This is an optimization exercise on Yosys and OpenROAD, whose aim is small area, not a production implementation.
Where RTL was checked, it was by simulation tests only, not by an equivalence proof against the original.
For runs 1 to 3, only the layout was checked, not whether the RTL still works.

==> flow/design.v <==
module main(in, op, apply, tail, valid, empty, clk, reset);
    input clk, reset, apply;
    input [7:0] in;
    input [2:0] op;
    output [7:0] tail;
    output reg valid;
    output empty;
    reg [7:0] t, f0, f1, f2, f3;
    reg [2:0] sz;
    wire n0  = ~sz[2] & ~sz[0];    
    wire n1  = ~sz[1] &  sz[0];
    wire n2  = ~sz[2] &  sz[1];
    wire n5  =  sz[2] & ~sz[1];
    wire le1 = ~sz[2] & ~sz[1];
    wire le2 = ~sz[2];
    wire le3 = ~sz[2] |  sz[0];
    wire two =  sz[2] |  sz[1];    
    wire [2:0] sz_up = {sz[1:0], ~sz[2]};
    wire [2:0] sz_dn = {~sz[0], sz[2:1]};
    assign tail = t;
    assign empty = n0;
    wire [7:0] a = f0;                         
    wire [7:0] b = n2 ? t : f1;                
    wire is_add = (op == 3'd2);
    wire is_mul = (op == 3'd3);
    wire is_sub = (op == 3'd4);
    wire is_quo = (op == 3'd5);
    wire is_rem = (op == 3'd6);
    wire is_div = is_quo | is_rem;
    wire [7:0] hz;
    assign hz[0] = 1'b1;
    assign hz[1] = hz[0] & ~a[7];
    assign hz[2] = hz[1] & ~a[6];
    assign hz[3] = hz[2] & ~a[5];
    assign hz[4] = hz[3] & ~a[4];
    assign hz[5] = hz[4] & ~a[3];
    assign hz[6] = hz[5] & ~a[2];
    assign hz[7] = hz[6] & ~a[1];
    wire [7:0] quo;
    wire [0:0] d7_x, d7_y, d7_s, d7_r;
    wire [1:0] d7_c;
    assign d7_x = b[7];
    assign d7_y = ~a[0:0];
    assign d7_c[1] = d7_x[0] | ~a[0];
    assign quo[7] = d7_c[1] & hz[7];
    assign d7_s[0] = 1'b0;   
    assign d7_r[0] = d7_x[0] ^ (quo[7] & a[0]);
    wire [1:0] d6_x, d6_y, d6_s, d6_r;
    wire [2:0] d6_c;
    assign d6_x = {d7_r, b[6]};
    assign d6_y = ~a[1:0];
    assign d6_c[1] = d6_x[0] | ~a[0];
    assign d6_s[1] = d6_x[1] ^ d6_y[1] ^ d6_c[1];
    assign d6_c[2] = (d6_x[1] & d6_y[1]) | (d6_c[1] & (d6_x[1] ^ d6_y[1]));
    assign quo[6] = d6_c[2] & hz[6];
    assign d6_s[0] = 1'b0;   
    assign d6_r[0] = d6_x[0] ^ (quo[6] & a[0]);
    assign d6_r[1:1] = quo[6] ? d6_s[1:1] : d6_x[1:1];
    wire [2:0] d5_x, d5_y, d5_s, d5_r;
    wire [3:0] d5_c;
    assign d5_x = {d6_r, b[5]};
    assign d5_y = ~a[2:0];
    assign d5_c[1] = d5_x[0] | ~a[0];
    assign d5_s[1] = d5_x[1] ^ d5_y[1] ^ d5_c[1];
    assign d5_c[2] = (d5_x[1] & d5_y[1]) | (d5_c[1] & (d5_x[1] ^ d5_y[1]));
    assign d5_s[2] = d5_x[2] ^ d5_y[2] ^ d5_c[2];
    assign d5_c[3] = (d5_x[2] & d5_y[2]) | (d5_c[2] & (d5_x[2] ^ d5_y[2]));
    assign quo[5] = d5_c[3] & hz[5];
    assign d5_s[0] = 1'b0;   
    assign d5_r[0] = d5_x[0] ^ (quo[5] & a[0]);
    assign d5_r[2:1] = quo[5] ? d5_s[2:1] : d5_x[2:1];
    wire [3:0] d4_x, d4_y, d4_s, d4_r;
    wire [4:0] d4_c;
    assign d4_x = {d5_r, b[4]};
    assign d4_y = ~a[3:0];
    assign d4_c[1] = d4_x[0] | ~a[0];
    assign d4_s[1] = d4_x[1] ^ d4_y[1] ^ d4_c[1];
    assign d4_c[2] = (d4_x[1] & d4_y[1]) | (d4_c[1] & (d4_x[1] ^ d4_y[1]));
    assign d4_s[2] = d4_x[2] ^ d4_y[2] ^ d4_c[2];
    assign d4_c[3] = (d4_x[2] & d4_y[2]) | (d4_c[2] & (d4_x[2] ^ d4_y[2]));
    assign d4_s[3] = d4_x[3] ^ d4_y[3] ^ d4_c[3];
    assign d4_c[4] = (d4_x[3] & d4_y[3]) | (d4_c[3] & (d4_x[3] ^ d4_y[3]));
    assign quo[4] = d4_c[4] & hz[4];
    assign d4_s[0] = 1'b0;   
    assign d4_r[0] = d4_x[0] ^ (quo[4] & a[0]);
    assign d4_r[3:1] = quo[4] ? d4_s[3:1] : d4_x[3:1];
    wire [4:0] d3_x, d3_y, d3_s, d3_r;
    wire [5:0] d3_c;
    assign d3_x = {d4_r, b[3]};
    assign d3_y = ~a[4:0];
    assign d3_c[1] = d3_x[0] | ~a[0];
    assign d3_s[1] = d3_x[1] ^ d3_y[1] ^ d3_c[1];
    assign d3_c[2] = (d3_x[1] & d3_y[1]) | (d3_c[1] & (d3_x[1] ^ d3_y[1]));
    assign d3_s[2] = d3_x[2] ^ d3_y[2] ^ d3_c[2];
    assign d3_c[3] = (d3_x[2] & d3_y[2]) | (d3_c[2] & (d3_x[2] ^ d3_y[2]));
    assign d3_s[3] = d3_x[3] ^ d3_y[3] ^ d3_c[3];
    assign d3_c[4] = (d3_x[3] & d3_y[3]) | (d3_c[3] & (d3_x[3] ^ d3_y[3]));
    assign d3_s[4] = d3_x[4] ^ d3_y[4] ^ d3_c[4];
    assign d3_c[5] = (d3_x[4] & d3_y[4]) | (d3_c[4] & (d3_x[4] ^ d3_y[4]));
    assign quo[3] = d3_c[5] & hz[3];
    assign d3_s[0] = 1'b0;   
    assign d3_r[0] = d3_x[0] ^ (quo[3] & a[0]);
    assign d3_r[4:1] = quo[3] ? d3_s[4:1] : d3_x[4:1];
    wire [5:0] d2_x, d2_y, d2_s, d2_r;
    wire [6:0] d2_c;
    assign d2_x = {d3_r, b[2]};
    assign d2_y = ~a[5:0];
    assign d2_c[1] = d2_x[0] | ~a[0];
    assign d2_s[1] = d2_x[1] ^ d2_y[1] ^ d2_c[1];
    assign d2_c[2] = (d2_x[1] & d2_y[1]) | (d2_c[1] & (d2_x[1] ^ d2_y[1]));
    assign d2_s[2] = d2_x[2] ^ d2_y[2] ^ d2_c[2];
    assign d2_c[3] = (d2_x[2] & d2_y[2]) | (d2_c[2] & (d2_x[2] ^ d2_y[2]));
    assign d2_s[3] = d2_x[3] ^ d2_y[3] ^ d2_c[3];
    assign d2_c[4] = (d2_x[3] & d2_y[3]) | (d2_c[3] & (d2_x[3] ^ d2_y[3]));
    assign d2_s[4] = d2_x[4] ^ d2_y[4] ^ d2_c[4];
    assign d2_c[5] = (d2_x[4] & d2_y[4]) | (d2_c[4] & (d2_x[4] ^ d2_y[4]));
    assign d2_s[5] = d2_x[5] ^ d2_y[5] ^ d2_c[5];
    assign d2_c[6] = (d2_x[5] & d2_y[5]) | (d2_c[5] & (d2_x[5] ^ d2_y[5]));
    assign quo[2] = d2_c[6] & hz[2];
    assign d2_s[0] = 1'b0;   
    assign d2_r[0] = d2_x[0] ^ (quo[2] & a[0]);
    assign d2_r[5:1] = quo[2] ? d2_s[5:1] : d2_x[5:1];
    wire [6:0] d1_x, d1_y, d1_s, d1_r;
    wire [7:0] d1_c;
    assign d1_x = {d2_r, b[1]};
    assign d1_y = ~a[6:0];
    assign d1_c[1] = d1_x[0] | ~a[0];
    assign d1_s[1] = d1_x[1] ^ d1_y[1] ^ d1_c[1];
    assign d1_c[2] = (d1_x[1] & d1_y[1]) | (d1_c[1] & (d1_x[1] ^ d1_y[1]));
    assign d1_s[2] = d1_x[2] ^ d1_y[2] ^ d1_c[2];
    assign d1_c[3] = (d1_x[2] & d1_y[2]) | (d1_c[2] & (d1_x[2] ^ d1_y[2]));
    assign d1_s[3] = d1_x[3] ^ d1_y[3] ^ d1_c[3];
    assign d1_c[4] = (d1_x[3] & d1_y[3]) | (d1_c[3] & (d1_x[3] ^ d1_y[3]));
    assign d1_s[4] = d1_x[4] ^ d1_y[4] ^ d1_c[4];
    assign d1_c[5] = (d1_x[4] & d1_y[4]) | (d1_c[4] & (d1_x[4] ^ d1_y[4]));
    assign d1_s[5] = d1_x[5] ^ d1_y[5] ^ d1_c[5];
    assign d1_c[6] = (d1_x[5] & d1_y[5]) | (d1_c[5] & (d1_x[5] ^ d1_y[5]));
    assign d1_s[6] = d1_x[6] ^ d1_y[6] ^ d1_c[6];
    assign d1_c[7] = (d1_x[6] & d1_y[6]) | (d1_c[6] & (d1_x[6] ^ d1_y[6]));
    assign quo[1] = d1_c[7] & hz[1];
    assign d1_s[0] = 1'b0;   
    assign d1_r[0] = d1_x[0] ^ (quo[1] & a[0]);
    assign d1_r[6:1] = quo[1] ? d1_s[6:1] : d1_x[6:1];
    wire [7:0] d0_x, d0_y, d0_s, d0_r;
    wire [8:0] d0_c;
    assign d0_x = {d1_r, b[0]};
    assign d0_y = ~a[7:0];
    assign d0_c[1] = d0_x[0] | ~a[0];
    assign d0_s[1] = d0_x[1] ^ d0_y[1] ^ d0_c[1];
    assign d0_c[2] = (d0_x[1] & d0_y[1]) | (d0_c[1] & (d0_x[1] ^ d0_y[1]));
    assign d0_s[2] = d0_x[2] ^ d0_y[2] ^ d0_c[2];
    assign d0_c[3] = (d0_x[2] & d0_y[2]) | (d0_c[2] & (d0_x[2] ^ d0_y[2]));
    assign d0_s[3] = d0_x[3] ^ d0_y[3] ^ d0_c[3];
    assign d0_c[4] = (d0_x[3] & d0_y[3]) | (d0_c[3] & (d0_x[3] ^ d0_y[3]));
    assign d0_s[4] = d0_x[4] ^ d0_y[4] ^ d0_c[4];
    assign d0_c[5] = (d0_x[4] & d0_y[4]) | (d0_c[4] & (d0_x[4] ^ d0_y[4]));
    assign d0_s[5] = d0_x[5] ^ d0_y[5] ^ d0_c[5];
    assign d0_c[6] = (d0_x[5] & d0_y[5]) | (d0_c[5] & (d0_x[5] ^ d0_y[5]));
    assign d0_s[6] = d0_x[6] ^ d0_y[6] ^ d0_c[6];
    assign d0_c[7] = (d0_x[6] & d0_y[6]) | (d0_c[6] & (d0_x[6] ^ d0_y[6]));
    assign d0_s[7] = d0_x[7] ^ d0_y[7] ^ d0_c[7];
    assign d0_c[8] = (d0_x[7] & d0_y[7]) | (d0_c[7] & (d0_x[7] ^ d0_y[7]));
    assign quo[0] = d0_c[8] & hz[0];
    assign d0_s[0] = 1'b0;   
    assign d0_r[0] = d0_x[0] ^ (quo[0] & a[0]);
    assign d0_r[7:1] = quo[0] ? d0_s[7:1] : d0_x[7:1];
    wire [0:0] m7_r;
    assign m7_r = a[0] & b[7];
    wire [1:0] m6_r;
    wire [1:0] m6_s;
    wire [2:0] m6_c;
    assign m6_s[0] = a[0] & b[6];
    assign m6_c[1] = 1'b0;
    assign m6_s[1] = m7_r[0] ^ (a[1] & b[6]) ^ m6_c[1];
    assign m6_c[2] = (m7_r[0] & (a[1] & b[6])) | (m6_c[1] & (m7_r[0] ^ (a[1] & b[6])));
    assign m6_r = m6_s;
    wire [2:0] m5_r;
    wire [2:0] m5_s;
    wire [3:0] m5_c;
    assign m5_s[0] = a[0] & b[5];
    assign m5_c[1] = 1'b0;
    assign m5_s[1] = m6_r[0] ^ (a[1] & b[5]) ^ m5_c[1];
    assign m5_c[2] = (m6_r[0] & (a[1] & b[5])) | (m5_c[1] & (m6_r[0] ^ (a[1] & b[5])));
    assign m5_s[2] = m6_r[1] ^ (a[2] & b[5]) ^ m5_c[2];
    assign m5_c[3] = (m6_r[1] & (a[2] & b[5])) | (m5_c[2] & (m6_r[1] ^ (a[2] & b[5])));
    assign m5_r = m5_s;
    wire [3:0] m4_r;
    wire [3:0] m4_s;
    wire [4:0] m4_c;
    assign m4_s[0] = a[0] & b[4];
    assign m4_c[1] = 1'b0;
    assign m4_s[1] = m5_r[0] ^ (a[1] & b[4]) ^ m4_c[1];
    assign m4_c[2] = (m5_r[0] & (a[1] & b[4])) | (m4_c[1] & (m5_r[0] ^ (a[1] & b[4])));
    assign m4_s[2] = m5_r[1] ^ (a[2] & b[4]) ^ m4_c[2];
    assign m4_c[3] = (m5_r[1] & (a[2] & b[4])) | (m4_c[2] & (m5_r[1] ^ (a[2] & b[4])));
    assign m4_s[3] = m5_r[2] ^ (a[3] & b[4]) ^ m4_c[3];
    assign m4_c[4] = (m5_r[2] & (a[3] & b[4])) | (m4_c[3] & (m5_r[2] ^ (a[3] & b[4])));
    assign m4_r = m4_s;
    wire [4:0] m3_r;
    wire [4:0] m3_s;
    wire [5:0] m3_c;
    assign m3_s[0] = a[0] & b[3];
    assign m3_c[1] = 1'b0;
    assign m3_s[1] = m4_r[0] ^ (a[1] & b[3]) ^ m3_c[1];
    assign m3_c[2] = (m4_r[0] & (a[1] & b[3])) | (m3_c[1] & (m4_r[0] ^ (a[1] & b[3])));
    assign m3_s[2] = m4_r[1] ^ (a[2] & b[3]) ^ m3_c[2];
    assign m3_c[3] = (m4_r[1] & (a[2] & b[3])) | (m3_c[2] & (m4_r[1] ^ (a[2] & b[3])));
    assign m3_s[3] = m4_r[2] ^ (a[3] & b[3]) ^ m3_c[3];
    assign m3_c[4] = (m4_r[2] & (a[3] & b[3])) | (m3_c[3] & (m4_r[2] ^ (a[3] & b[3])));
    assign m3_s[4] = m4_r[3] ^ (a[4] & b[3]) ^ m3_c[4];
    assign m3_c[5] = (m4_r[3] & (a[4] & b[3])) | (m3_c[4] & (m4_r[3] ^ (a[4] & b[3])));
    assign m3_r = m3_s;
    wire [5:0] m2_r;
    wire [5:0] m2_s;
    wire [6:0] m2_c;
    assign m2_s[0] = a[0] & b[2];
    assign m2_c[1] = 1'b0;
    assign m2_s[1] = m3_r[0] ^ (a[1] & b[2]) ^ m2_c[1];
    assign m2_c[2] = (m3_r[0] & (a[1] & b[2])) | (m2_c[1] & (m3_r[0] ^ (a[1] & b[2])));
    assign m2_s[2] = m3_r[1] ^ (a[2] & b[2]) ^ m2_c[2];
    assign m2_c[3] = (m3_r[1] & (a[2] & b[2])) | (m2_c[2] & (m3_r[1] ^ (a[2] & b[2])));
    assign m2_s[3] = m3_r[2] ^ (a[3] & b[2]) ^ m2_c[3];
    assign m2_c[4] = (m3_r[2] & (a[3] & b[2])) | (m2_c[3] & (m3_r[2] ^ (a[3] & b[2])));
    assign m2_s[4] = m3_r[3] ^ (a[4] & b[2]) ^ m2_c[4];
    assign m2_c[5] = (m3_r[3] & (a[4] & b[2])) | (m2_c[4] & (m3_r[3] ^ (a[4] & b[2])));
    assign m2_s[5] = m3_r[4] ^ (a[5] & b[2]) ^ m2_c[5];
    assign m2_c[6] = (m3_r[4] & (a[5] & b[2])) | (m2_c[5] & (m3_r[4] ^ (a[5] & b[2])));
    assign m2_r = m2_s;
    wire [6:0] m1_r;
    wire [6:0] m1_s;
    wire [7:0] m1_c;
    assign m1_s[0] = a[0] & b[1];
    assign m1_c[1] = 1'b0;
    assign m1_s[1] = m2_r[0] ^ (a[1] & b[1]) ^ m1_c[1];
    assign m1_c[2] = (m2_r[0] & (a[1] & b[1])) | (m1_c[1] & (m2_r[0] ^ (a[1] & b[1])));
    assign m1_s[2] = m2_r[1] ^ (a[2] & b[1]) ^ m1_c[2];
    assign m1_c[3] = (m2_r[1] & (a[2] & b[1])) | (m1_c[2] & (m2_r[1] ^ (a[2] & b[1])));
    assign m1_s[3] = m2_r[2] ^ (a[3] & b[1]) ^ m1_c[3];
    assign m1_c[4] = (m2_r[2] & (a[3] & b[1])) | (m1_c[3] & (m2_r[2] ^ (a[3] & b[1])));
    assign m1_s[4] = m2_r[3] ^ (a[4] & b[1]) ^ m1_c[4];
    assign m1_c[5] = (m2_r[3] & (a[4] & b[1])) | (m1_c[4] & (m2_r[3] ^ (a[4] & b[1])));
    assign m1_s[5] = m2_r[4] ^ (a[5] & b[1]) ^ m1_c[5];
    assign m1_c[6] = (m2_r[4] & (a[5] & b[1])) | (m1_c[5] & (m2_r[4] ^ (a[5] & b[1])));
    assign m1_s[6] = m2_r[5] ^ (a[6] & b[1]) ^ m1_c[6];
    assign m1_c[7] = (m2_r[5] & (a[6] & b[1])) | (m1_c[6] & (m2_r[5] ^ (a[6] & b[1])));
    assign m1_r = m1_s;
    wire [7:0] m0_r;
    wire [7:0] m0_s;
    wire [8:0] m0_c;
    assign m0_s[0] = a[0] & b[0];
    assign m0_c[1] = 1'b0;
    assign m0_s[1] = m1_r[0] ^ (a[1] & b[0]) ^ m0_c[1];
    assign m0_c[2] = (m1_r[0] & (a[1] & b[0])) | (m0_c[1] & (m1_r[0] ^ (a[1] & b[0])));
    assign m0_s[2] = m1_r[1] ^ (a[2] & b[0]) ^ m0_c[2];
    assign m0_c[3] = (m1_r[1] & (a[2] & b[0])) | (m0_c[2] & (m1_r[1] ^ (a[2] & b[0])));
    assign m0_s[3] = m1_r[2] ^ (a[3] & b[0]) ^ m0_c[3];
    assign m0_c[4] = (m1_r[2] & (a[3] & b[0])) | (m0_c[3] & (m1_r[2] ^ (a[3] & b[0])));
    assign m0_s[4] = m1_r[3] ^ (a[4] & b[0]) ^ m0_c[4];
    assign m0_c[5] = (m1_r[3] & (a[4] & b[0])) | (m0_c[4] & (m1_r[3] ^ (a[4] & b[0])));
    assign m0_s[5] = m1_r[4] ^ (a[5] & b[0]) ^ m0_c[5];
    assign m0_c[6] = (m1_r[4] & (a[5] & b[0])) | (m0_c[5] & (m1_r[4] ^ (a[5] & b[0])));
    assign m0_s[6] = m1_r[5] ^ (a[6] & b[0]) ^ m0_c[6];
    assign m0_c[7] = (m1_r[5] & (a[6] & b[0])) | (m0_c[6] & (m1_r[5] ^ (a[6] & b[0])));
    assign m0_s[7] = m1_r[6] ^ (a[7] & b[0]) ^ m0_c[7];
    assign m0_c[8] = (m1_r[6] & (a[7] & b[0])) | (m0_c[7] & (m1_r[6] ^ (a[7] & b[0])));
    assign m0_r = m0_s;
    wire [7:0] prod = m0_r;
    wire [7:0] rem = d0_r;
    wire [7:0] as_s;
    wire [8:0] as_c;
    wire [7:0] as_y = a ^ {8{is_sub}};
    assign as_c[0] = is_sub;
    assign as_s[0] = b[0] ^ as_y[0] ^ as_c[0];
    assign as_c[1] = (b[0] & as_y[0]) | (as_c[0] & (b[0] ^ as_y[0]));
    assign as_s[1] = b[1] ^ as_y[1] ^ as_c[1];
    assign as_c[2] = (b[1] & as_y[1]) | (as_c[1] & (b[1] ^ as_y[1]));
    assign as_s[2] = b[2] ^ as_y[2] ^ as_c[2];
    assign as_c[3] = (b[2] & as_y[2]) | (as_c[2] & (b[2] ^ as_y[2]));
    assign as_s[3] = b[3] ^ as_y[3] ^ as_c[3];
    assign as_c[4] = (b[3] & as_y[3]) | (as_c[3] & (b[3] ^ as_y[3]));
    assign as_s[4] = b[4] ^ as_y[4] ^ as_c[4];
    assign as_c[5] = (b[4] & as_y[4]) | (as_c[4] & (b[4] ^ as_y[4]));
    assign as_s[5] = b[5] ^ as_y[5] ^ as_c[5];
    assign as_c[6] = (b[5] & as_y[5]) | (as_c[5] & (b[5] ^ as_y[5]));
    assign as_s[6] = b[6] ^ as_y[6] ^ as_c[6];
    assign as_c[7] = (b[6] & as_y[6]) | (as_c[6] & (b[6] ^ as_y[6]));
    assign as_s[7] = b[7] ^ as_y[7] ^ as_c[7];
    assign as_c[8] = (b[7] & as_y[7]) | (as_c[7] & (b[7] ^ as_y[7]));
    wire [7:0] as = as_s;
    wire [7:0] res = is_quo ? quo : is_rem ? rem : is_mul ? prod : as;
    wire push = (op == 3'd0);
    wire pop  = (op == 3'd1);
    wire good = push ? ~n5 :
                pop  ? ~n0 :
                (op == 3'd7) ? 1'b0 :
                is_div ? (two & (a != 8'd0)) : two;
    wire ok = apply & good;
    wire [7:0] nv = push ? in : res;
    always @(posedge clk or posedge reset)
        if (reset) begin
            valid <= 1'b1;
            sz <= 3'd0;
        end else if (apply) begin
            if (!good) valid <= 1'b0;
            else sz <= push ? sz_up : sz_dn;
        end
    always @(posedge clk)
        if (ok) begin
            if (!pop) t <= nv;
            if (push) begin
                if (le1) f0 <= t;
                if (le2) f1 <= t;
                if (le3) f2 <= t;
                f3 <= t;
            end else if (pop) begin
                f0 <= f1;
                f1 <= f2;
                f2 <= f3;
            end else begin
                f0 <= le3 ? t : f2;
                f1 <= n5 ? f3 : t;
                f2 <= t;
                f3 <= t;
            end
        end
endmodule
==> flow/flow/run.sh <==
#!/bin/bash
# The standard layout (standard.sh: ORFS from synthesis to the final layout), with these
# changes, all made through ORFS's own variables:
#  - each port gets a sky130_fd_sc_hd__buf_1 as its buffer (buffer_ports -buffer_cell)
#    instead of the default clkdlybuf4s50_1;
#  - clock tree synthesis builds from clkbuf_4/clkbuf_8 and adds no dummy loads;
#  - after global routing's timing repair, repair_timing -recover_power downsizes gates
#    that have slack to spare (RECOVER_POWER).
# Synthesis is the standard one, unchanged. The make output goes to standard.log in the
# work folder; ORFS's per-step logs stay under orfs/logs/.
set -euo pipefail
bash standard.sh synth > synth.log 2>&1
export BUFFER_PORTS_ARGS="-buffer_cell sky130_fd_sc_hd__buf_1"
export CTS_ARGS="-sink_clustering_enable -repair_clock_nets -dont_use_dummy_load -buf_list {sky130_fd_sc_hd__clkbuf_4 sky130_fd_sc_hd__clkbuf_8}"
export RECOVER_POWER=${RECOVER_POWER_PCT:-100}
bash standard.sh finish > standard.log 2>&1
==> flow/standard.sh <==
#!/bin/bash
# synth_recipe.tcl (not shown) runs the flow's synth.tcl, then flattens the netlist and writes it again
# the make line also repeats each setting of config.mk as NAME=value (left out here)
make -C /OpenROAD-flow-scripts/flow DESIGN_CONFIG=/design/flow/config.mk WORK_HOME=/design/flow/orfs CLKGATE_MAP_FILE= SYNTH_SCRIPT=/design/flow/synth_recipe.tcl "${@:-finish}"
==> flow/config.mk <==
export PLATFORM = sky130hd
export DESIGN_NAME = main
export DESIGN_NICKNAME = main
export VERILOG_FILES = /design/flow/design.v
export SDC_FILE = /design/flow/constraint.sdc
export NUM_CORES = 4
export LEC_CHECK = 0
export CAP_MARGIN = 20
export CORE_MARGIN = 2
export CORE_UTILIZATION = 40
export SLEW_MARGIN = 20
==> flow/constraint.sdc <==
create_clock -name core_clock -period 15.0 [get_ports {clk}]
set_input_delay 3.0000 -clock core_clock [delete_from_list [all_inputs] [get_ports {clk}]]
set_output_delay 3.0000 -clock core_clock [all_outputs]
set_load 0.01 [all_outputs]
==> notes.md, run 1 <==
GR Overflow Total=0; Core Region=12010 sq um; synthesized instance count=550; RePlAce Congestion=0.9713; most used cell, CP=fa_1; H-Tree Level Count=2; synthesized area=4916 sq um; worst path arrival time=14400 ps; Via density=~5.7; CTS Buffer Depth=2; global-route wire length before repair=~23000 microns; io pins=24; Syn Nets=621; most frequent cells in the layout=96 x nand2_1, 65 x nor2_1, 40 x edfxtp_1; Final Max Slew Viols=0; drt first pass iters=6; Worst setup SP type=flip-flop; Max-Cap Viols=0; Detail Placement HPWL=roughly 11000 microns; WHS=around 460 ps; syn_area_per_cell=8.938 sq um; DR iter-0 viols=268; nets=659; initial antenna violation count=0; Die Area=13190 sq um; Distinct cells, synth=66; FF+latch count, synth=44; Synth-to-Final Area Change=11.02%; setup tns final=0 ps; Top FF cell, synth=edfxtp_1; part of the Yosys area used for sequential elements=26.50%; IO Port Bufs=23; async set-reset flop share out of synthesis=a little under a tenth; clk slew on worst S/H paths=70 ps; clock latency on the worst-skew pair=300 ps; chip width=114.9 microns; final instance area=~5500 sq um; Hold Buf Count CTS=0; Final ANT Viol Nets=0; final setup fails=0; fmax=69.63 MHz; die outline height=114.9 microns; CTS tree=done; vias in the first global route=approximately 4.3k; number of cells in the finished layout apart from fillers=733; Final Util=45.44%; largest net degree at the start of global routing=34; DRC errors left=0; Num Clock Sinks=44; kind of critical path=reg2reg; antenna cells=0; relative slew slack=17.50%; outcome=no timing/DRC/antenna violations; Worst-Margin Slew=1238 ps; Critical Path End Type=flip-flop; via count=4212; share of cells above drive strength 1=approximately an eighth; Routed WL=approximately 14000 microns; RSZ-0062 raised after global routing=false; Final WS setup=637.9 ps; Synth area leader=edfxtp_1; CP max FO=8; Root Buffer=clkbuf_8; shortest period the worst path allows=14360 ps; max incr delay on CP=450 ps; Tcrit/Tclk final=95.75%; placed cell area=5269 sq um; All-Layer GR Usage=22.40%; Final Hold Fails=0; top cell type's share of synthesized area=24.43%; Placed Cells=721; CTS Buf Count=5; EDFF count, synth=40; row cnt=40; pre-CTS setup slack=-15.95 ps; most common cell after layout, fill and taps aside=nand2_1; dominant cells by area after synthesis=edfxtp_1 24%, fa_1 20%, nand2_1 7.3%, nor2_1 5.0%, xnor2_1 4.5%; critical path's slowest cell=fa_2; Ys Warns=1; Final Skew=19.46 ps; WP data required=15040 ps; Starting Density=40.93%; DR WL/cell=19.54 microns; worst hold path class=reg2reg
[logic make-up (layout without fill, tap and decap cells)]
family          count (synthesis)  in the layout  share of synthesized area (%)
compound gates                116            116                          16.04
xor+xnor                       29             29                          5.447
fa+ha+maj                      59             59                          22.40
buf+inv                        68            104                          5.574
flops                          44             44                          26.50
mux                            20             20                          4.632
simple gates                  214            214                          19.42
[worst max-delay path, delay by kind of cell (launching register included)]
family,cells,cell delay (ps)
multiplexers,1,190
flip-flops,1,410
adder cells (fa/ha/maj),28,9210
AND/OR/NAND/NOR,13,1850
buffers and inverters,10,950
XOR/XNOR,6,900
AO/OA/AOI/OAI,3,620
[Yosys cell counts (3+ instances only)]
library cell  count
a21o_1            3
a21oi_1          21
a22oi_1          18
a31o_1            3
a31oi_1           5
and2_1            9
and3_1            3
buf_1             3
clkbuf_1         19
dfrtp_1           3
edfxtp_1         40
fa_1             49
ha_1              8
inv_1            39
mux2_2            6
mux2i_1          11
nand2_1          96
nand2b_1         10
nand3_1           6
nor2_1           66
nor2b_1          10
o211ai_1          6
o21ai_0          20
o221ai_1          3
o22a_1            3
o22ai_1          12
xnor2_1          25
xor2_1            3
[layer usage]
layer	global-route usage, %	vias to the layer above	routed length, microns
met5	0	-	0
met1	29.45	2087	6198
met4	6.667	0	457
met3	2.267	32	616
li1	-	1955	-
met2	39.18	138	7048
[worst paths after layout]
path	start	end	slack, ps	depth (start not counted)
worst max-delay path	sz[1]	t[3]	640	61
worst min-delay path	valid	valid	460	1
worst max register to register	sz[1]	t[3]	640	61
worst min register to register	valid	valid	460	1
max in group asynchronous	reset	valid	12230	2
min in group asynchronous	reset	sz[2]	2550	2
[final cells by class]
type | count | area (sq um)
Timing Repair Buffer | 56 | 322.8
Multi-Input combinational cell | 438 | 3418
Fill cell | 1168 | 6554
Inverter | 43 | 161.4
Tap cell | 147 | 183.9
Clock buffer | 5 | 68.82
Sequential cell | 44 | 1303
[repair_timing]
| action | in CTS | in global routing |
|---|---|---|
| endpoints found under the setup margin | 3 | 8 |
| buffers inserted | 0 | 7 |
| gates resized for setup | 1 | 25 |
| pin swaps | 0 | 9 |
[state kept, by name (all words and copies together), names as in the netlist]
register and count:
valid 1, f3 8, f2 8, f0 8
sz 3, t 8, f1 8
==> run 2, diff against run 1 <==
--- a/flow/design.v
+++ b/flow/design.v
@@ -10,6 +10,8 @@
     wire n0  = ~sz[2] & ~sz[0];    
     wire n1  = ~sz[1] &  sz[0];
     wire n2  = ~sz[2] &  sz[1];
+    wire n3  =  sz[2] &  sz[0];
+    wire n4  =  sz[1] & ~sz[0];
     wire n5  =  sz[2] & ~sz[1];
     wire le1 = ~sz[2] & ~sz[1];
     wire le2 = ~sz[2];
@@ -20,7 +22,7 @@
     assign tail = t;
     assign empty = n0;
     wire [7:0] a = f0;                         
-    wire [7:0] b = n2 ? t : f1;                
+    wire [7:0] b = f1;                         
     wire is_add = (op == 3'd2);
     wire is_mul = (op == 3'd3);
     wire is_sub = (op == 3'd4);
@@ -304,21 +306,22 @@
             if (!good) valid <= 1'b0;
             else sz <= push ? sz_up : sz_dn;
         end
+    wire arith = ~push & ~pop;
     always @(posedge clk)
         if (ok) begin
             if (!pop) t <= nv;
             if (push) begin
                 if (le1) f0 <= t;
-                if (le2) f1 <= t;
+                if (le1) f1 <= nv;
                 if (le3) f2 <= t;
                 f3 <= t;
             end else if (pop) begin
                 f0 <= f1;
-                f1 <= f2;
+                f1 <= n3 ? t : f2;
                 f2 <= f3;
             end else begin
                 f0 <= le3 ? t : f2;
-                f1 <= n5 ? f3 : t;
+                f1 <= n3 ? nv : n4 ? t : f3;
                 f2 <= t;
                 f3 <= t;
             end
==> run 2 against run 1 <==
Against the previous run:
- sequential share of layout area decreased by 2.3 points
- still clean
- cell count is 13% higher
- setup slack got worse by 110 ps
- non-clock buffer count up 11
==> notes.md, run 2 <==
outcome=no timing/DRC/antenna violations; IO Port Bufs=23; RePlAce Congestion=0.9381; drt first pass iters=5; final setup fails=0; All-Layer GR Usage=23.57%; part of the Yosys area used for sequential elements=~24%; WP data required=between 15000 and 20000 ps; Multi-input gate area=3872 sq um; CTS Buf Count=5; Syn Nets=685; syn_area_per_cell=roughly 8.7 sq um; fmax=69.08 MHz; number of cells in the finished layout apart from fillers=825; nets=about 720; Tcrit/Tclk final=between 90% and 100%; worst hold path depth=1; Worst setup SP type=flip-flop; R2R depth=60; DR WL/cell=20.32 microns; Via density=5.841; worst path arrival time=14520 ps; async set-reset flop share out of synthesis=9.091%; DRC errors left=0; Placed Cells=800; antenna cells=0; synth cell count leaders=89 x nand2_1, 85 x nor2_1, 49 x fa_1, 40 x edfxtp_1, 39 x inv_1; synthesized area=5364 sq um; EDFF count, synth=40; Crit path depth=60; Final Skew=14.49 ps; gr busiest metal=met2; Num Clock Sinks=44; relative slew slack=17.80%; FF+latch count, synth=44; Distinct cells, synth=75; global-route wire length before repair=26330 microns; Core Region=13190 sq um; chip width=approximately 120 microns; Final ANT Viol Nets=0; M1 GR Usage=between 30 and 40%; vias in the first global route=4780; dominant cells by area after synthesis=edfxtp_1 22%, fa_1 18%, nand2_1 6.2%, nor2_1 5.9%, xnor2_1 3.4%; Starting Density=40.67%; via count=between 4k and 5k; Synth area leader=edfxtp_1; critical path's top delay family=adder cells; Synth-to-Final Area Change=12.62%; top cell type's share of synthesized area=~22%; CTS tree=done; H-Tree Level Count=2; most frequent cells in the layout=87 x nand2_1, 81 x nor2_1, 41 x buf_4; clock latency on the worst-skew pair=300 ps; Worst-Margin Slew=1233 ps; clk slew on worst S/H paths=80 ps; CP max FO=6; die outline height=119.8 microns; dominant cell by count in the synthesized netlist=nand2_1; row cnt=42; filler instances=about 1.3k; worst hold path class=reg2reg; synthesized instance count=614; final instance area=6041 sq um; Ys Warns=1; largest net degree at the start of global routing=39; Die Area=14350 sq um; Top FF cell, synth=edfxtp_1; most used cell, CP=fa_2; Final Hold Fails=0; initial antenna violation count=0; CTS Buffer Depth=2; share of cells above drive strength 1=19.72%; Routed WL=16760 microns; Worst Path Buf+Inv=9; placed cell area=5649 sq um; Reg area=1303 sq um; met3 Resource Use GR=3.707%; max incr delay on CP=440 ps; Detail Placement HPWL=12210 microns; io pins=24; Final Max Slew Viols=0; critical path's slowest cell=edfxtp_1; GR Overflow Total=0; kind of critical path=reg2reg; shortest period the worst path allows=14480 ps; most common cell after layout, fill and taps aside=nand2_1; Critical Path End Type=flip-flop; DR iter-0 viols=about 340; Max-Cap Viols=0; met2 usage=about two fifths; Root Buffer=clkbuf_8
## run 2: logic make-up after synthesis
logic type	after synthesis	share of synthesized area, %
buf+inv	79	6.998
simple gates	243	20.69
flops	44	24.28
fa+ha+maj	61	20.90
compound gates	140	17.94
xor+xnor	24	4.432
mux	23	4.759
## run 2: stage by stage
step / hold WS, ps / setup TNS, ps / setup WS, ps / utilization [%]
2_1_floorplan: 488.0 / 0 / 7.732 / -
3_3_place_gp: 469.1 / 0 / 93.09 / 42.83
3_5_place_dp: 481.5 / -1557 / -300.7 / 42.83
4_1_cts: 490.3 / 0 / 3.331 / 44.24
5_1_grt: 508.5 / -45.54 / -22.92 / 45.80
6_report: 489.1 / 0 / 523.9 / 45.80
## run 2: metal layers
metal  vias to the layer above  routed length (microns)
li1                       2214                        -
met1                      2385                     7167
met2                       189                     8093
met3                        31                      925
met4                         0                      577
met5                         -                        0
## run 2: worst register-to-register path: cells and delay by family, from the launching register on
| family | cells | cell delay (ps) |
|---|---|---|
| adders and majority gates | 27 | 8370 |
| and+or+nand+nor | 15 | 2420 |
| AOI/OAI and AO/OA | 5 | 1360 |
| buffers and inverters | 9 | 840 |
| xor gates and xnor gates | 4 | 730 |
| DFF | 1 | 440 |
## run 2: area by class of cell
type                    instances  area share (%)
repair buffers                 67           6.939
multi-input cells             491           64.11
flip-flops and latches         44           21.56
clock buffers                   5           1.139
well taps                     176           3.645
inverters                      42           2.610
## run 2: path summary, 6_finish.rpt
path,startpoint,endpoint,slack [ps]
worst max-delay path,f0[7],t[7],520
worst min-delay path,valid,valid,490
worst max register to register,f0[7],t[7],520
worst min register to register,valid,valid,490
max in group asynchronous,reset,valid,12250
min in group asynchronous,reset,sz[1],2550
## run 2: what timing repair did
item	4_1_cts	5_1_grt
cloned	0	0
hold buffers	0	0
setup endpoints to repair	11	16
gates resized for setup	14	35
pin swaps	10	27
buffers inserted	8	12
==> run 3, diff against run 2 <==
--- a/flow/design.v
+++ b/flow/design.v
@@ -22,7 +22,7 @@
     assign tail = t;
     assign empty = n0;
     wire [7:0] a = f0;                         
-    wire [7:0] b = f1;                         
+    wire [7:0] b = n2 ? t : f1;                
     wire is_add = (op == 3'd2);
     wire is_mul = (op == 3'd3);
     wire is_sub = (op == 3'd4);
@@ -148,24 +148,24 @@
     assign d0_x = {d1_r, b[0]};
     assign d0_y = ~a[7:0];
     assign d0_c[1] = d0_x[0] | ~a[0];
-    assign d0_s[1] = d0_x[1] ^ d0_y[1] ^ d0_c[1];
-    assign d0_c[2] = (d0_x[1] & d0_y[1]) | (d0_c[1] & (d0_x[1] ^ d0_y[1]));
-    assign d0_s[2] = d0_x[2] ^ d0_y[2] ^ d0_c[2];
-    assign d0_c[3] = (d0_x[2] & d0_y[2]) | (d0_c[2] & (d0_x[2] ^ d0_y[2]));
-    assign d0_s[3] = d0_x[3] ^ d0_y[3] ^ d0_c[3];
-    assign d0_c[4] = (d0_x[3] & d0_y[3]) | (d0_c[3] & (d0_x[3] ^ d0_y[3]));
-    assign d0_s[4] = d0_x[4] ^ d0_y[4] ^ d0_c[4];
-    assign d0_c[5] = (d0_x[4] & d0_y[4]) | (d0_c[4] & (d0_x[4] ^ d0_y[4]));
-    assign d0_s[5] = d0_x[5] ^ d0_y[5] ^ d0_c[5];
-    assign d0_c[6] = (d0_x[5] & d0_y[5]) | (d0_c[5] & (d0_x[5] ^ d0_y[5]));
-    assign d0_s[6] = d0_x[6] ^ d0_y[6] ^ d0_c[6];
-    assign d0_c[7] = (d0_x[6] & d0_y[6]) | (d0_c[6] & (d0_x[6] ^ d0_y[6]));
-    assign d0_s[7] = d0_x[7] ^ d0_y[7] ^ d0_c[7];
-    assign d0_c[8] = (d0_x[7] & d0_y[7]) | (d0_c[7] & (d0_x[7] ^ d0_y[7]));
+    assign d0_c[2] = (d0_x[1] ^ d0_y[1]) ? d0_c[1] : d0_x[1];
+    assign d0_s[1] = 1'b0;   
+    assign d0_c[3] = (d0_x[2] ^ d0_y[2]) ? d0_c[2] : d0_x[2];
+    assign d0_s[2] = 1'b0;   
+    assign d0_c[4] = (d0_x[3] ^ d0_y[3]) ? d0_c[3] : d0_x[3];
+    assign d0_s[3] = 1'b0;   
+    assign d0_c[5] = (d0_x[4] ^ d0_y[4]) ? d0_c[4] : d0_x[4];
+    assign d0_s[4] = 1'b0;   
+    assign d0_c[6] = (d0_x[5] ^ d0_y[5]) ? d0_c[5] : d0_x[5];
+    assign d0_s[5] = 1'b0;   
+    assign d0_c[7] = (d0_x[6] ^ d0_y[6]) ? d0_c[6] : d0_x[6];
+    assign d0_s[6] = 1'b0;   
+    assign d0_c[8] = (d0_x[7] ^ d0_y[7]) ? d0_c[7] : d0_x[7];
+    assign d0_s[7] = 1'b0;   
     assign quo[0] = d0_c[8] & hz[0];
     assign d0_s[0] = 1'b0;   
     assign d0_r[0] = d0_x[0] ^ (quo[0] & a[0]);
-    assign d0_r[7:1] = quo[0] ? d0_s[7:1] : d0_x[7:1];
+    assign d0_r[7:1] = d0_x[7:1] ^ ({7{quo[0]}} & (d0_y[7:1] ^ d0_c[7:1]));
     wire [0:0] m7_r;
     assign m7_r = a[0] & b[7];
     wire [1:0] m6_r;
@@ -306,22 +306,21 @@
             if (!good) valid <= 1'b0;
             else sz <= push ? sz_up : sz_dn;
         end
-    wire arith = ~push & ~pop;
     always @(posedge clk)
         if (ok) begin
             if (!pop) t <= nv;
             if (push) begin
                 if (le1) f0 <= t;
-                if (le1) f1 <= nv;
+                if (le2) f1 <= t;
                 if (le3) f2 <= t;
                 f3 <= t;
             end else if (pop) begin
                 f0 <= f1;
-                f1 <= n3 ? t : f2;
+                f1 <= f2;
                 f2 <= f3;
             end else begin
                 f0 <= le3 ? t : f2;
-                f1 <= n3 ? nv : n4 ? t : f3;
+                f1 <= n5 ? f3 : t;
                 f2 <= t;
                 f3 <= t;
             end
==> run 3 against run 2 <==
Against the previous run:
- still clean on timing, DRC and antenna
- synthesized cell count is 6.7% lower
- fmax increased by 2.1%
- hold slack lost 3.3 ps
- via count down 11%
- cell count shrank 8.4%
- largest cell class unchanged
==> notes.md, run 3 <==
top cell type's share of synthesized area=24.23%; row cnt=40; FF+latch count, synth=44; max incr delay on CP=around 540 ps; R2R depth=50; fmax=~70 MHz; CP max FO=13; initial antenna violation count=0; Tcrit/Tclk final=94.54%; share of cells above drive strength 1=8.163%; EDFF count, synth=40; final instance area=5343 sq um; dominant cells by area after synthesis=edfxtp_1 24%, fa_1 17%, nor2_1 6.5%, nand2_1 5.9%, xnor2_1 5.7%; shortest period the worst path allows=14180 ps; worst hold path class=reg2reg; most common cell after layout, fill and taps aside=nor2_1; RePlAce Congestion=0.9093; syn_area_per_cell=8.651 sq um; filler instances=1192; DRC errors left=0; H-Tree Level Count=2; most frequent cells in the layout=86 x nor2_1, 78 x nand2_1, 41 x fa_1; Synth-to-Final Area Change=7.774%; CTS Buf Count=5; All-Layer GR Usage=around 22%; vias in the first global route=about 4.2k; die outline height=115.3 microns; Final Max Slew Viols=0; drt first pass iters=5; Worst Path Buf+Inv=4; placed cell area=5204 sq um; clock latency on the worst-skew pair=300 ps; final setup fails=0; Crit path depth=50; Core Region=12060 sq um; Max-Cap Viols=0; Syn Nets=about 640; dominant cell by count in the synthesized netlist=nor2_1; Starting Density=41.10%; Via density=5.677; nets=654; CTS tree=done; worst hold path depth=1; Ys Warns=1; CTS Buffer Depth=2; via count=4292; DR iter-0 viols=about 340; critical path's top delay family=adder cells; Multi-input gate area=approximately 3400 sq um; chip width=115.3 microns; Worst setup SP type=flip-flop; Final ANT Viol Nets=0; antenna cells=0; async set-reset flop share out of synthesis=under 10%; Detail Placement HPWL=between 10000 and 15000 microns; critical path's slowest cell=or4_1; synth cell count leaders=86 x nor2_1, 78 x nand2_1, 42 x fa_1, 40 x edfxtp_1; Final Hold Fails=0; Top FF cell, synth=edfxtp_1; setup tns final=0 ps; relative slew slack=39.50%; Distinct cells, synth=66; Die Area=13300 sq um; kind of critical path=reg2reg; synthesized area=4957 sq um; GR Overflow Total=0; Critical Path End Type=flip-flop; WP data required=15050 ps; part of the Yosys area used for sequential elements=26.27%; Worst-Margin Slew=slightly above 900 ps; Num Clock Sinks=44; worst path arrival time=14230 ps; most used cell, CP=fa_1; Root Buffer=clkbuf_8; DR WL/cell=roughly 18 microns; synthesized instance count=573; IO Port Bufs=23; largest net degree at the start of global routing=46; Reg area=approximately 1300 sq um; Synth area leader=edfxtp_1; clk slew on worst S/H paths=80 ps; Final Skew=15.74 ps; outcome=no timing/DRC/antenna violations; RSZ-0062 raised after global routing=false; Routed WL=13950 microns; io pins=24; global-route wire length before repair=22710 microns
## run 3: cell count changes after synthesis, sizes merged, moves of 6 or more
cell,before,now
a21oi,36,23
nor3,9,16
inv,39,33
fa,49,42
o21ai,12,23
xnor2,21,32
nor2b,2,8
nand2,90,78
xor2,1,8
mux2,14,5
## run 3: path summary, 6_finish.rpt
check	start	endpoint	slack (ps)
setup / recovery	sz[2]	t[4]	820
hold / removal	valid	valid	490
setup reg to reg	sz[2]	t[4]	820
hold reg to reg	valid	valid	490
max in group asynchronous	reset	valid	12230
min in group asynchronous	reset	sz[0]	2540
## run 3: logic make-up after synthesis
logic type | share of synthesized area (%)
DFF | 26.27
xor gates and xnor gates | 7.067
muxes | 3.912
and+or+nand+nor | 22.36
AOI/OAI and AO/OA | 15.17
adders and majority gates | 20.09
buffers and inverters | 5.124
## run 3: cell type report
cell class              instances  area share, %
clock buffers                   5          1.288
inverters                      36          2.529
multi-input cells             464          63.98
flip-flops and latches         44          24.38
well taps                     168          3.934
repair buffers                 39          3.888
## run 3: metrics by stage
stage	setup WS (ps)	util, %	cells	hold slack (ps)
6_report	818.7	44.29	756	485.7
5_1_grt	26.28	44.29	756	493.0
4_1_cts	170.8	43.71	749	488.6
3_5_place_dp	174.1	43.14	744	474.6
3_3_place_gp	548.3	43.14	744	470.5
2_1_floorplan	1715	-	573	488.0
## run 3: what timing repair did
item | in CTS | in global routing
setup buffers | 0 | 7
endpoints found under the setup margin | 0 | 8
resized for setup | 0 | 5
hold buffers | 0 | 0
## run 3: metal layers
metal	share of wire (%)	track usage, %
met5	0	0
met4	1.7	5.382
met3	6.6	3.057
met2	45	33.96
met1	46	32.79
==> run 4, diff against run 3 <==
--- a/flow/design.v
+++ b/flow/design.v
@@ -52,12 +52,12 @@
     assign d6_x = {d7_r, b[6]};
     assign d6_y = ~a[1:0];
     assign d6_c[1] = d6_x[0] | ~a[0];
-    assign d6_s[1] = d6_x[1] ^ d6_y[1] ^ d6_c[1];
-    assign d6_c[2] = (d6_x[1] & d6_y[1]) | (d6_c[1] & (d6_x[1] ^ d6_y[1]));
+    assign d6_c[2] = (d6_x[1] ^ d6_y[1]) ? d6_c[1] : d6_x[1];
+    assign d6_s[1] = 1'b0;   
     assign quo[6] = d6_c[2] & hz[6];
     assign d6_s[0] = 1'b0;   
     assign d6_r[0] = d6_x[0] ^ (quo[6] & a[0]);
-    assign d6_r[1:1] = quo[6] ? d6_s[1:1] : d6_x[1:1];
+    assign d6_r[1:1] = d6_x[1:1] ^ ({1{quo[6]}} & (d6_y[1:1] ^ d6_c[1:1]));
     wire [2:0] d5_x, d5_y, d5_s, d5_r;
     wire [3:0] d5_c;
     assign d5_x = {d6_r, b[5]};
--- a/flow/config.mk
+++ b/flow/config.mk
@@ -7,5 +7,6 @@
 export LEC_CHECK = 0
 export CAP_MARGIN = 20
 export CORE_MARGIN = 2
-export CORE_UTILIZATION = 40
+export CORE_UTILIZATION = 60
+export PLACE_DENSITY = 0.7
 export SLEW_MARGIN = 20
==> run 4 against run 3 <==
Against the previous run:
- synthesized area down 0.61%
- highest routed layer unchanged
- via count unchanged
- now fails the layout checks on max-capacitance violations, max-slew violations
- core utilization up 19 points
- sequential share of layout area up 0.86 points
- critical path depth decreased by 4
- synthesized cell count rose by 0.17%
- non-clock buffer count is 6 lower
- critical path type unchanged
- clock skew up 10 ps
- cell count is 8.9% lower
==> notes.md, run 4 <==
outcome=failed layout checks; layout check faults=max-capacitance violations, max-slew violations; io pins=24; syn_area_per_cell=8.584 sq um; pre-CTS setup slack=821.1 ps; WP data required=15000 ps; DR iter-0 viols=roughly 290; Ys Warns=1; nets=649; CTS Buffer Depth=2; global-route wire length before repair=21630 microns; RSZ-0062 raised after global routing=false; Max-Cap Viols=1; shortest period the worst path allows=14320 ps; H-Tree Level Count=2; Final Hold Fails=0; Synth area leader=edfxtp_1; CTS Buf Count=5; vias in the first global route=4182; synthesized instance count=574; row cnt=33; Starting Density=60.88%; Synth-to-Final Area Change=4.723%; max incr delay on CP=730 ps; Worst setup SP type=flip-flop; dominant cells by area after synthesis=edfxtp_1 24%, fa_1 17%, nor2_1 6.6%, nand2_1 6.1%, xnor2_1 6.0%; async set-reset flop share out of synthesis=approximately 9.1%; FF+latch count, synth=44; die outline height=94.62 microns; Num Clock Sinks=44; initial antenna violation count=0; Core Region=8093 sq um; dominant cell by count in the synthesized netlist=nor2_1; CP max FO=12; post-cts resize count=0; Critical Path End Type=flip-flop; critical path's slowest cell=nor3b_1; final setup fails=0; via count=between 4k and 5k; DR WL/cell=19.67 microns; RR Startpoint=sz[1]; Detail Placement HPWL=10240 microns; worst path arrival time=about 14000 ps; Final ANT Viol Nets=0; chip width=roughly 95 microns; Distinct cells, synth=69; fmax=around 70 MHz; most used cell, CP=fa_1; Top FF cell, synth=edfxtp_1; Final Util=63.76%; Syn Nets=637; RePlAce Congestion=0.9496; GR Overflow Total=0; Root Buffer=clkbuf_8; Tcrit/Tclk final=a little over nine tenths; kind of critical path=reg2reg; synthesized area=4927 sq um; Final Max Slew Viols=34; most common cell after layout, fill and taps aside=nor2_1; setup tns final=0 ps; Worst-Margin Slew=1539 ps; Via density=6.229; CTS tree=done; Routed WL=13550 microns; relative slew slack=-2.569%; Hold Buf Count CTS=0; part of the Yosys area used for sequential elements=between 20% and 30%; Crit. Startpoint=sz[1]; most frequent cells in the layout=86 x nor2_1, 80 x nand2_1, 41 x fa_1; share of cells above drive strength 1=5.651%; Final Skew=about 26 ps; top cell type's share of synthesized area=24.38%; clk slew on worst S/H paths=70 ps; synth cell count leaders=86 x nor2_1, 80 x nand2_1, 41 x fa_1, 40 x edfxtp_1, 39 x inv_1; DRC errors left=0; clock latency on the worst-skew pair=300 ps; Setup Fix Bufs, Post-CTS=0; worst hold path class=reg2reg; largest net degree at the start of global routing=34; drt first pass iters=7; Final WS setup=679.3 ps; Die Area=8953 sq um; Hold Path Origin=valid; All-Layer GR Usage=31.61%; IO Port Bufs=23; antenna cells=0; EDFF count, synth=40
[run 4: area by class of cell]
type | instances | area [sq um]
Clock buffer | 5 | 68.82
Tap cell | 105 | 131.4
Inverter | 40 | 150.1
Fill cell | 738 | 2933
Multi-Input combinational cell | 462 | 3353
Timing Repair Buffer | 33 | 153.9
Sequential cell | 44 | 1303
[run 4: critical path: cells and delay by family (launching register included)]
kind | cells | cell delay (ps)
flip-flops | 1 | 520
buffers and inverters | 4 | 280
XOR/XNOR | 4 | 770
adder cells (fa/ha/maj) | 20 | 7220
AO/OA/AOI/OAI | 5 | 900
multiplexers | 1 | 570
AND/OR/NAND/NOR | 12 | 3760
[run 4: logic make-up (layout without fill, tap and decap cells)]
family / after synthesis / count (layout) / share of synthesized area [%]
AOI/OAI and AO/OA: 124 / 124 / 17.34
and+or+nand+nor: 234 / 234 / 21.58
xor gates and xnor gates: 40 / 40 / 7.110
DFF: 44 / 44 / 26.43
adders and majority gates: 53 / 53 / 19.58
buffers and inverters: 68 / 78 / 5.510
muxes: 11 / 11 / 2.438
[run 4: path summary, 6_finish.rpt]
kind                            slack [ps]     to  cells past startpoint
worst max-delay path                   680   t[1]                     46
worst min-delay path                   490  valid                      1
worst max register to register         680   t[1]                     46
worst min register to register         490  valid                      1
max in group asynchronous            12210  valid                      2
min in group asynchronous             2560  sz[2]                      2
[run 4: through the flow]
step / area, sq um / hold slack, ps / std cells
after detailed placement: 5099 / 476.4 / 684
after global routing: 5160 / 505.4 / 689
after floorplan: 4927 / 488.0 / 574
after CTS: 5167 / 493.5 / 689
after global placement: 5099 / 472.0 / 684
final: 5160 / 491.4 / 689
[run 4: layer usage]
metal,wire length [microns],GRT usage (%)
met2,6759,55.38
met5,0,0
met4,493,12.32
met3,800,2.713
met1,5500,40.56
==> run 5, diff against run 4 <==
--- a/flow/config.mk
+++ b/flow/config.mk
@@ -7,6 +7,6 @@
 export LEC_CHECK = 0
 export CAP_MARGIN = 20
 export CORE_MARGIN = 2
-export CORE_UTILIZATION = 60
-export PLACE_DENSITY = 0.7
+export CORE_UTILIZATION = 40
+export GPL_TIMING_DRIVEN = 0
 export SLEW_MARGIN = 20
==> run 5 against run 4 <==
Against the previous run:
- now clean on timing, DRC and antenna
- routed wire length grew 5.8%
- global-route usage decreased by 9.1 points
- flip-flop and latch count unchanged
- clock skew rose by 4.1 ps
- fmax grew 0.41%
- core utilization shrank 20 points
- setup slack better by 58 ps
- critical endpoint is now t[2]
- largest cell class unchanged
==> notes.md, run 5 <==
dominant cell by count in the synthesized netlist=nor2_1; Setup Fix Bufs, Post-CTS=0; adder-cell share of the synthesized area=19.58%; Placed Cells=744; Final ANT Viol Nets=0; H-Tree Level Count=2; async set-reset flop share out of synthesis=9.091%; Root Buffer=clkbuf_8; shortest period the worst path allows=between 10000 and 15000 ps; most frequent cells in the layout=86 x nor2_1, 80 x nand2_1, 41 x fa_1; RePlAce Congestion=a little over 0.9; worst path arrival time=14280 ps; outcome=no timing/DRC/antenna violations; drt first pass iters=5; Max-Cap Viols=0; Via density=5.866; DR iter-0 viols=399; Synth-to-Final Area Change=7.085%; share of cells above drive strength 1=5.648%; Worst-Margin Slew=slightly above 800 ps; Final Skew=30.13 ps; Final Util=43.93%; CTS Buffer Depth=2; io pins=24; most common cell after layout, fill and taps aside=nor2_1; Worst Path Buf+Inv=5; final setup fails=0; FF+latch count, synth=44; CTS tree=done; row cnt=40; relative slew slack=44.10%; part of the Yosys area used for sequential elements=26.43%; syn_area_per_cell=8.584 sq um; Routed WL=14340 microns; synth cell count leaders=86 x nor2_1, 80 x nand2_1, 41 x fa_1, 40 x edfxtp_1, 39 x inv_1; Final Hold Fails=0; synthesized instance count=approximately 570; CP max FO=10; most used cell, CP=fa_1; Syn Nets=637; Hold Buf Count CTS=0; Starting Density=41.02%; critical path's top delay family=adder cells; Final Max Slew Viols=0; top cell type's share of synthesized area=24.38%; Detail Placement HPWL=11260 microns; xor and xnor area share after synthesis=7.110%; Final WS setup=around 740 ps; Critical Path End Type=flip-flop; Num Clock Sinks=44; Synth Area in Simple Gates=21.58%; kind of critical path=reg2reg; Compound-Gate Fraction of Synth Area=17.34%; DRC errors left=0; WP data required=approximately 15000 ps; clock latency on the worst-skew pair=roughly 300 ps; Distinct cells, synth=69; number of cells in the finished layout apart from fillers=roughly 750; DR WL/cell=approximately 19 microns; synthesized area=around 4900 sq um; Ys Warns=1; via count=4394; post-cts resize count=0; Top FF cell, synth=edfxtp_1; CTS Buf Count=5; RSZ-0062 raised after global routing=false; Worst setup SP type=flip-flop; EDFF count, synth=40; pre-CTS setup slack=627.2 ps; nets=667; critical path's slowest cell=or4b_2; Tcrit/Tclk final=95.08%; die outline height=115.0 microns; clk slew on worst S/H paths=around 80 ps; initial antenna violation count=0; fmax=70.11 MHz; setup tns final=0 ps; Die Area=13220 sq um; GR Overflow Total=0; Multi-input gate area=3356 sq um; worst hold path class=reg2reg; All-Layer GR Usage=approximately 22%; global-route wire length before repair=23280 microns; post-synthesis mux area share=2.438%; chip width=115.0 microns; vias in the first global route=about 4.4k; antenna cells=0; max incr delay on CP=roughly 640 ps; Reg area=1303 sq um; Synth area leader=edfxtp_1; IO Port Bufs=22; largest net degree at the start of global routing=17; dominant cells by area after synthesis=edfxtp_1 24%, fa_1 17%, nor2_1 6.6%, nand2_1 6.1%, xnor2_1 6.0%; largest family of logic cells by synthesized area=simple AND/OR/NAND/NOR gates; filler instances=about 1.2k; Core Region=12010 sq um
## run 5: cell counts after synthesis
Identical to the previous run, type by type.
## run 5: final cells by class
type,count,share of cell area [%]
tap,147,3.486
multi-input combinational,462,63.60
sequential,44,24.69
inverter,40,2.917
timing repair buffer,23,1.707
buffer,28,2.300
clock buffer,5,1.304
## run 5: per-stage QoR
stage / area, sq um / hold WS (ps)
floorplan: 4927 / 488.0
global placement: 5194 / 473.1
detailed placement: 5201 / 480.6
CTS: 5270 / 494.7
global route: 5276 / 509.0
finish: 5276 / 490.4
## run 5: path summary, 6_finish.rpt
check	from	end	slack (ps)	cells past startpoint
setup / recovery	f0[7]	t[2]	740	49
hold / removal	valid	valid	490	1
setup reg to reg	f0[7]	t[2]	740	49
hold reg to reg	valid	valid	490	1
max in group asynchronous	reset	valid	12220	2
min in group asynchronous	reset	sz[2]	2550	2
## run 5: cells by family after synthesis
| logic type | after synthesis |
|---|---|
| and+or+nand+nor | 234 |
| AOI/OAI and AO/OA | 124 |
| buffers and inverters | 68 |
| xor gates and xnor gates | 40 |
| adders and majority gates | 53 |
| DFF | 44 |
| muxes | 11 |
## run 5: routing by layer
| layer | vias up | global-route usage [%] | routed length (microns) |
|---|---|---|---|
| li1 | 2052 | - | - |
| met1 | 2149 | 30.38 | 6303 |
| met2 | 168 | 38.31 | 6941 |
| met3 | 25 | 2.319 | 702 |
| met4 | 0 | 6.827 | 391 |
| met5 | - | 0 | 0 |
==> run 6, diff against run 5 <==
--- a/flow/config.mk
+++ b/flow/config.mk
@@ -8,5 +8,4 @@
 export CAP_MARGIN = 20
 export CORE_MARGIN = 2
 export CORE_UTILIZATION = 40
-export GPL_TIMING_DRIVEN = 0
 export SLEW_MARGIN = 20
==> run 6 against run 5 <==
Against the previous run:
- design area fell by 1.2%
- register-to-register slack gained 190 ps
- global-route usage is 0.24 points higher
- critical endpoint unchanged
- core utilization down 0.51 points
- sequential share of layout area rose by 0.29 points
- die area is the same
- setup slack improved by 190 ps
- clock skew fell by 13 ps
- hold slack worse by 3.8 ps
- critical path type unchanged
- synthesized area did not move
==> notes.md, run 6 <==
WHS=486.7 ps; H-Tree Level Count=2; async set-reset flop share out of synthesis=9.091%; vias in the first global route=4273; dominant cell by count in the synthesized netlist=nor2_1; pre-CTS setup slack=906.8 ps; Die Area=13220 sq um; kind of critical path=reg2reg; Tcrit/Tclk final=93.81%; CTS Buf Count=5; FF+latch count, synth=44; outcome=no timing/DRC/antenna violations; DR WL/cell=about 20 microns; part of the Yosys area used for sequential elements=26.43%; synth cell count leaders=86 x nor2_1, 80 x nand2_1, 41 x fa_1, 40 x edfxtp_1, 39 x inv_1; Final WS setup=roughly 930 ps; RR Startpoint=sz[2]; row cnt=40; Routed WL=between 10000 and 15000 microns; Final Hold Fails=0; Worst setup SP type=flip-flop; Top FF cell, synth=edfxtp_1; syn_area_per_cell=8.584 sq um; Syn Nets=around 640; Num Clock Sinks=44; CTS tree=done; largest net degree at the start of global routing=34; Hold Path Origin=valid; All-Layer GR Usage=a little under a quarter; synthesized area=4927 sq um; final setup fails=0; max incr delay on CP=roughly 630 ps; DR iter-0 viols=312; antenna cells=0; Final Max Slew Viols=0; IO Port Bufs=23; Via density=just under 6; synthesized instance count=574; Ys Warns=1; via count=4287; most used cell, CP=fa_1; Setup Fix Bufs, Post-CTS=0; critical path's top delay family=adder cells; fmax=71.06 MHz; global-route wire length before repair=~23000 microns; chip width=115.0 microns; Critical Path End Type=flip-flop; dominant cells by area after synthesis=edfxtp_1 24%, fa_1 17%, nor2_1 6.6%, nand2_1 6.1%, xnor2_1 6.0%; top cell type's share of synthesized area=24.38%; shortest period the worst path allows=14070 ps; Worst Path Buf+Inv=5; die outline height=115.0 microns; Worst-Margin Slew=972.6 ps; clk slew on worst S/H paths=70 ps; initial antenna violation count=0; CTS Buffer Depth=2; Max-Cap Viols=0; Detail Placement HPWL=11040 microns; Crit. Startpoint=sz[2]; Root Buffer=clkbuf_8; nets=649; critical path's slowest cell=mux2i_2; drt first pass iters=5; Core Region=12010 sq um; RePlAce Congestion=0.9452; RSZ-0062 raised after global routing=false; Synth area leader=edfxtp_1; Final Skew=~17 ps; most common cell after layout, fill and taps aside=nor2_1; filler instances=1214; setup tns final=0 ps; worst hold path class=reg2reg; share of cells above drive strength 1=approximately 5.7%; GR Overflow Total=0; Starting Density=41.02%; Reg area=~1300 sq um; clock latency on the worst-skew pair=300 ps; Final ANT Viol Nets=0; EDFF count, synth=40; io pins=24; WP data required=15030 ps; Distinct cells, synth=69; relative slew slack=35.16%; worst path arrival time=14100 ps; most frequent cells in the layout=86 x nor2_1, 80 x nand2_1, 41 x fa_1; Multi-input gate area=3348 sq um; Synth-to-Final Area Change=5.840%; CP max FO=16; DRC errors left=0
run 6: cells by family (layout without fill, tap and decap cells):
| family | count (synthesis) | in the layout | synth area share, % |
|---|---|---|---|
| XOR/XNOR | 40 | 40 | 7.110 |
| multiplexers | 11 | 11 | 2.438 |
| buffers and inverters | 68 | 78 | 5.510 |
| adder cells (fa/ha/maj) | 53 | 53 | 19.58 |
| flip-flops | 44 | 44 | 26.43 |
| AND/OR/NAND/NOR | 234 | 234 | 21.58 |
| AO/OA/AOI/OAI | 124 | 124 | 17.34 |
run 6: metal layers:
metal | wire [microns] | part of all wire [%] | GRT usage [%] | vias to the layer above
li1 | - | - | - | 2013
met1 | 6369 | 44 | 30.77 | 2120
met2 | 7110 | 49 | 38.47 | 134
met3 | 663 | 4.6 | 2.478 | 20
met4 | 284 | 2.0 | 7.068 | 0
met5 | 0 | 0 | 0 | -
run 6: final timing paths:
kind	slack (ps)	cells past startpoint	end
min in group asynchronous	2540	2	sz[1]
worst min-delay path	490	1	valid
worst min register to register	490	1	valid
max in group asynchronous	12240	2	valid
worst max-delay path	930	48	t[2]
worst max register to register	930	48	t[2]
run 6: stage by stage:
stage	cells	area [sq um]	util, %
floorplan	574	4927	-
global placement	726	5151	42.89
detailed placement	726	5151	42.89
CTS	731	5220	43.46
global route	731	5215	43.42
finish	731	5215	43.42
run 6: what timing repair did:
item	in CTS	in global routing
gates resized for setup	0	1
hold buffers	0	0
endpoints found under the hold margin	0	0
setup endpoints to repair	0	2
run 6: area by class of cell:
type                            instances  share of cell area (%)
Tap cell                              147                   3.527
Timing Repair Buffer                   33                   3.095
Inverter                               40                   2.879
Sequential cell                        44                   24.98
Multi-Input combinational cell        462                   64.20
Clock buffer                            5                   1.320

afterwards: timing with drivers on the ports:
The flow's constraints put no driver on any port. The routed layouts listed below were extracted and timed again, unchanged, in two steps. Step 1 (the two cells are an assumption about what drives the block):
set clk [get_ports {clk}]
set_driving_cell -lib_cell sky130_fd_sc_hd__clkbuf_16 $clk
set_driving_cell -lib_cell sky130_fd_sc_hd__buf_2 [delete_from_list [all_inputs] $clk]
Step 2, shift: input delay + t, output delay - t, t = (earliest + latest rising clock arrival at the registers) / 2. This alone moves slack from input paths to output paths. Slacks: no drivers / after step 1 / after step 2; pairs: no drivers / after step 1.
run	shift t [ns]	setup WS [ns]	hold slack, ns	worst setup path after step 2	worst data-port slew with drivers (ns)
run 1	0.315	0.638 / 0.638 / 0.638	0.458 / 0.458 / 0.458	register to register	0.04
run 2	0.326	0.524 / 0.524 / 0.524	0.489 / 0.489 / 0.489	register to register	0.03
run 3	0.323	0.819 / 0.819 / 0.819	0.486 / 0.486 / 0.486	register to register	0.04
run 4	0.315	0.679 / 0.679 / 0.679	0.491 / 0.491 / 0.491	register to register	0.03
run 5	0.316	0.737 / 0.737 / 0.737	0.490 / 0.490 / 0.490	register to register	0.03
run 6	0.321	0.928 / 0.928 / 0.928	0.487 / 0.487 / 0.487	register to register	0.03
